Source: an optimization exercise on an open RTL-to-GDS flow (aim: small area, a short achievable clock period and few clock cycles). Production flows keep margins and buffers that such runs may drop. Only simulation tests tie the RTL to the original design; equivalence was not proved. Power is estimated from default activity; no workload was simulated.

sierra:
Design riscv32i, start of the top module:
module riscv32i (
    input  wire         clk,
    input  wire [31:0]  GPIO0_R0_CH1,    
    input  wire [31:0]  GPIO0_R0_CH2,    
    input  wire [31:0]  GPIO0_R1_CH1,    
    input  wire [31:0]  GPIO0_R1_CH2,    
    output wire         STOP_sim,
    output wire         data_mem_enb,
    output wire [3:0]   data_mem_web,
    output wire [31:0]  data_mem_addrb,
    output wire [31:0]  data_mem_dinb,
    input  wire [31:0]  data_mem_doutb,
    output wire         ins_mem_enb,
    output wire [31:0]  ins_mem_addrb,
    input  wire [31:0]  ins_mem_doutb
);
    reg  [1:0] ctl_prev;
    reg        rst_p, start_p, run;
    always @(posedge clk) begin
        ctl_prev <= GPIO0_R0_CH1[1:0];
        rst_p    <= GPIO0_R0_CH1[1] & ~ctl_prev[1];
        start_p  <= GPIO0_R0_CH1[0] & ~ctl_prev[0];
    end
    wire reset = rst_p;
    always @(posedge clk)
        if (reset)        run <= 1'b0;
        else if (start_p) run <= 1'b1;
    wire go = run | start_p;
    reg  [31:0] pc_seq, pc_tgt;  
    reg         use_tgt;
    reg  [31:0] pc_d;            
    reg         d_valid;
    reg         x_valid;         
    reg         x_sq;            
    reg  [31:0] x_a, x_b, x_t, x_c2;
    reg  [31:0] noff;            
    reg  [4:0]  x_sh;            
    reg         xa_m1, xb_m1;    
    reg         r_eq, r_ne, r_lt, r_ge, r_ltu, r_geu, r_jr;   
    reg  [4:0]  x_rd;
    reg         x_we_r;          
    wire        x_we = x_we_r & ~x_sq;
    wire        xv   = x_valid & ~x_sq;
    reg  [2:0]  x_f3;
    reg         x_sub, x_arith, x_uset, x_link, x_jalr, x_ld, x_st;
    reg  [31:0] m1_res;
    reg  [4:0]  m1_rd;
    reg         m1_we, m1_ld;
    reg  [2:0]  m1_f3;
    reg  [31:0] m2_res;
    reg  [4:0]  m2_rd;
    reg         m2_we, m2_ld;
    reg  [2:0]  m2_f3;
    reg  [1:0]  m2_al;
    reg         dm_en;
    reg  [3:0]  dm_we;
    reg  [31:0] dm_addr, dm_din;
    reg  [31:0] rf [1:31];
    reg  [31:0] rfv;
    wire [31:0] m2_wdata;
    wire [31:0] ins = ins_mem_doutb;
    wire [6:0]  op  = ins[6:0];
    wire [4:0]  rd  = ins[11:7];
  ...
Size in the first run: ~6900 cells after synthesis, ~1500 flip-flops, ~300 I/O pins, about 0.075 mm2 of cells after synthesis.
Settings: LEC_CHECK=0, CAP_MARGIN=20, CORE_MARGIN=2, CORE_UTILIZATION=40, PLACE_DENSITY=0.6, SLEW_MARGIN=20; clock period 10.0 ns.
standard.sh (not shown) runs the stock make flow with config.mk's settings and CLKGATE_MAP_FILE= SYNTH_SCRIPT=/design/flow/synth_recipe.tcl, a recipe that flattens the netlist after the stock synthesis.
==> flow/flow/run.sh <==
#!/bin/bash
# Standard ORFS layout (the standard.sh), with these changes:
#  - port buffers are sky130_fd_sc_hd__buf_4 instead of the default delay-cell buffers
#  - the resizer may swap cells across footprints (MATCH_CELL_FOOTPRINT=0)
#  - setup repair aims for a margin of SETUP_SLACK_MARGIN below the design's period
set -euo pipefail
bash standard.sh \
  "BUFFER_PORTS_ARGS=-buffer_cell sky130_fd_sc_hd__buf_4" \
  MATCH_CELL_FOOTPRINT=0 \
  SETUP_SLACK_MARGIN=5.5 \
  finish > make_finish.log 2>&1
sierra went all the way through synthesis, placement and routing and the layout is clean on timing, DRC and antenna.
Testbench counts of sierra, summed over its fixed seeds: cycles 32,556.
What nickel does differently from sierra at the input level:
- putting CTS_CLUSTER_DIAMETER at 80 where nothing was set
- putting CTS_CLUSTER_SIZE at 24 where nothing was set
--- a/flow/flow/run.sh
+++ b/flow/flow/run.sh
@@ -10 +10 @@
-  SETUP_SLACK_MARGIN=5.5 \
+  SETUP_SLACK_MARGIN=6.5 \
## What came out
nickel vs sierra — power dropped about 2.7%.
From nickel to sierra, aggregate global routing overflow did not move at all.
Clock period minus worst slack was lower in the run labelled nickel.
In nickel, the combinational power share came out 8.5 points above the value in sierra.
sierra → nickel: diode insertion count for antenna repair increased 15, maximum cell stage delay along the critical path -0.09 ns, inverter count of the layout excluding clock inverters went up, footprint of the flip-flops and latches ~0 delta.
Setup changes, nickel to xenon
- swapping 0.6 for 0.65 in PLACE_DENSITY
- swapping 40 for 45 in CORE_UTILIZATION
- swapping 80 for 85 in CTS_CLUSTER_DIAMETER
- swapping 24 for 26 in CTS_CLUSTER_SIZE
--- a/flow/flow/run.sh
+++ b/flow/flow/run.sh
@@ -10 +10 @@
-  SETUP_SLACK_MARGIN=6.5 \
+  SETUP_SLACK_MARGIN=5.5 \
Notes after the runs:
- Looking at the reports, xenon completed the entire flow and the layout it produced met the timing, DRC and antenna checks.
- Comparing xenon and nickel, the lower part of the cycle the worst path needs is on nickel.
- Going from nickel to xenon, achievable frequency shows a reduction of 11%, post-CTS setup buffer count down 502, number of non-filler instances in the completed layout shows a reduction of 990, power went down.
- On final design area excluding fillers: between xenon and nickel, it ends up higher for nickel.
- The run showing the smaller worst setup slack after layout is xenon.
- Sequential share of layout area came out higher on xenon than on nickel.
--- input diff xenon..amber ---
- CORE_UTILIZATION now 40, was 45
- PLACE_DENSITY now 0.6, was 0.65
- CTS_CLUSTER_SIZE now 24, was 26
- CTS_CLUSTER_DIAMETER now 80, was 85
- Cmp amber and xenon / instance area after placement / higher: amber
- Final worst setup slack was lower in xenon than in amber.
- Fraction of met3 tracks used by global routing: amber vs xenon down 6.6 points
- Side by side, share of power burned in combinational logic turned out lower in amber than in xenon.
- Delta (amber minus xenon): sequential share of layout area -0.44 points, combinational power +about 2%.
- Relative to xenon, utilization has decreased by 5.3 points in amber.

---

riscv32i, a different RTL version from the one above (not shown whole).
Size: about 6700 cells after synthesis, roughly 300 I/O pins, ~74000 um2 of cells after synthesis.
Settings: LEC_CHECK=0, CAP_MARGIN=20, CORE_MARGIN=2, CORE_UTILIZATION=50, PLACE_DENSITY=0.65, SLEW_MARGIN=20; clock period 10.0 ns.
==> flow/flow/run.sh <==
#!/bin/bash
# Standard ORFS layout (the standard.sh), with these changes:
#  - port buffers are sky130_fd_sc_hd__buf_4 instead of the default delay-cell buffers
#  - the resizer may swap cells across footprints (MATCH_CELL_FOOTPRINT=0)
#  - setup repair aims for a margin of SETUP_SLACK_MARGIN below the design's period
set -euo pipefail
bash standard.sh \
  "BUFFER_PORTS_ARGS=-buffer_cell sky130_fd_sc_hd__buf_4" \
  MATCH_CELL_FOOTPRINT=0 \
  SETUP_SLACK_MARGIN=5.5 \
  finish > make_finish.log 2>&1
The starting point ran to the end with no violations.
Testbench counts at the start, summed over its fixed seeds: cycles 32,556.
==> next run, changes <==
==> flow/run.sh (new file) <==
#!/bin/bash
# synth_recipe.tcl (not shown) runs the flow's synth.tcl, then flattens the netlist and writes it again
# the make line also repeats each setting of config.mk as NAME=value (left out here)
make -C /OpenROAD-flow-scripts/flow DESIGN_CONFIG=/design/flow/config.mk WORK_HOME=/design/flow/orfs CLKGATE_MAP_FILE= SYNTH_SCRIPT=/design/flow/synth_recipe.tcl finish
CORE_UTILIZATION = 30   (was 50)
PLACE_DENSITY = 0.5   (was 0.65)
removed: flow/flow/run.sh
removed: flow/standard.sh
Result: Cell area goes down slightly; utilization goes down by 24 points; hold slack is better by 0.0083 ns; final cell count goes up by about a fifth; area after synthesis is unchanged; wire length goes up by a few percent; setup slack is worse by 2.0 ns; first-iteration DRC count goes down by about a fifth; fmax goes down by a quarter to a third; power goes down slightly.
==> next run, changes <==
CORE_UTILIZATION = 50   (was 30)
PLACE_DENSITY = 0.65   (was 0.5)
SETUP_SLACK_MARGIN = 5   (was unset)
- final area rises by about 1.2%
- wire length falls by 6.3%
- global-route usage rises by 17 points
- final cell count falls by about 12%
- synthesized cell count stays the same
- die area falls by 40%
- via count rises by 3.4%
- hold slack degrades by 0.013 ns
- setup slack improves by 1.8 ns
- total power rises by 1.3%

-- static timing again, ports no longer ideal --
The flow's constraints put no driver on any port. The routed layouts listed below were extracted and timed again, unchanged, in two steps. Step 1, drivers: a clkbuf_16 drives clk and a buf_2 each remaining input, both assumed. Step 2 also shifts input and output timing later by t, the mid clock arrival at the registers, as if the neighbouring blocks saw the same clock. Slacks: no drivers / after step 1 / after step 2; pairs: no drivers / after step 1.
| run | shift t [ns] | slack for setup (ns) | worst setup path at the end | slew at the worst register clock pin (ns) | cell pins on the clock port's net |
|---|---|---|---|---|---|
| sierra | 0.910 | 5.330 / 5.377 / 4.467 | input to register | 0.07 / 0.07 | 1 |
| nickel | 0.915 | 5.759 / 5.541 / 4.625 | input to register | 0.11 / 0.11 | 1 |
| xenon | 0.856 | 5.260 / 5.331 / 4.476 | input to register | 0.11 / 0.11 | 1 |
| amber | 0.887 | 5.395 / 5.418 / 4.563 | input to register | 0.10 / 0.10 | 1 |
| the first run of note 2 | 0.883 | 4.902 / 4.902 / 4.305 | input to register | 0.07 / 0.07 | 1 |
| the second run of note 2 | 0.916 | 2.929 / 2.929 / 2.929 | register to register | 0.08 / 0.08 | 1 |
| the third run of note 2 | 0.867 | 4.776 / 4.778 / 3.969 | input to register | 0.07 / 0.07 | 1 |
After both steps setup and hold are still met in every run listed. The setup slack of nickel, which loses most, moves by -0.218 ns with the drivers and by -1.134 ns with both steps.
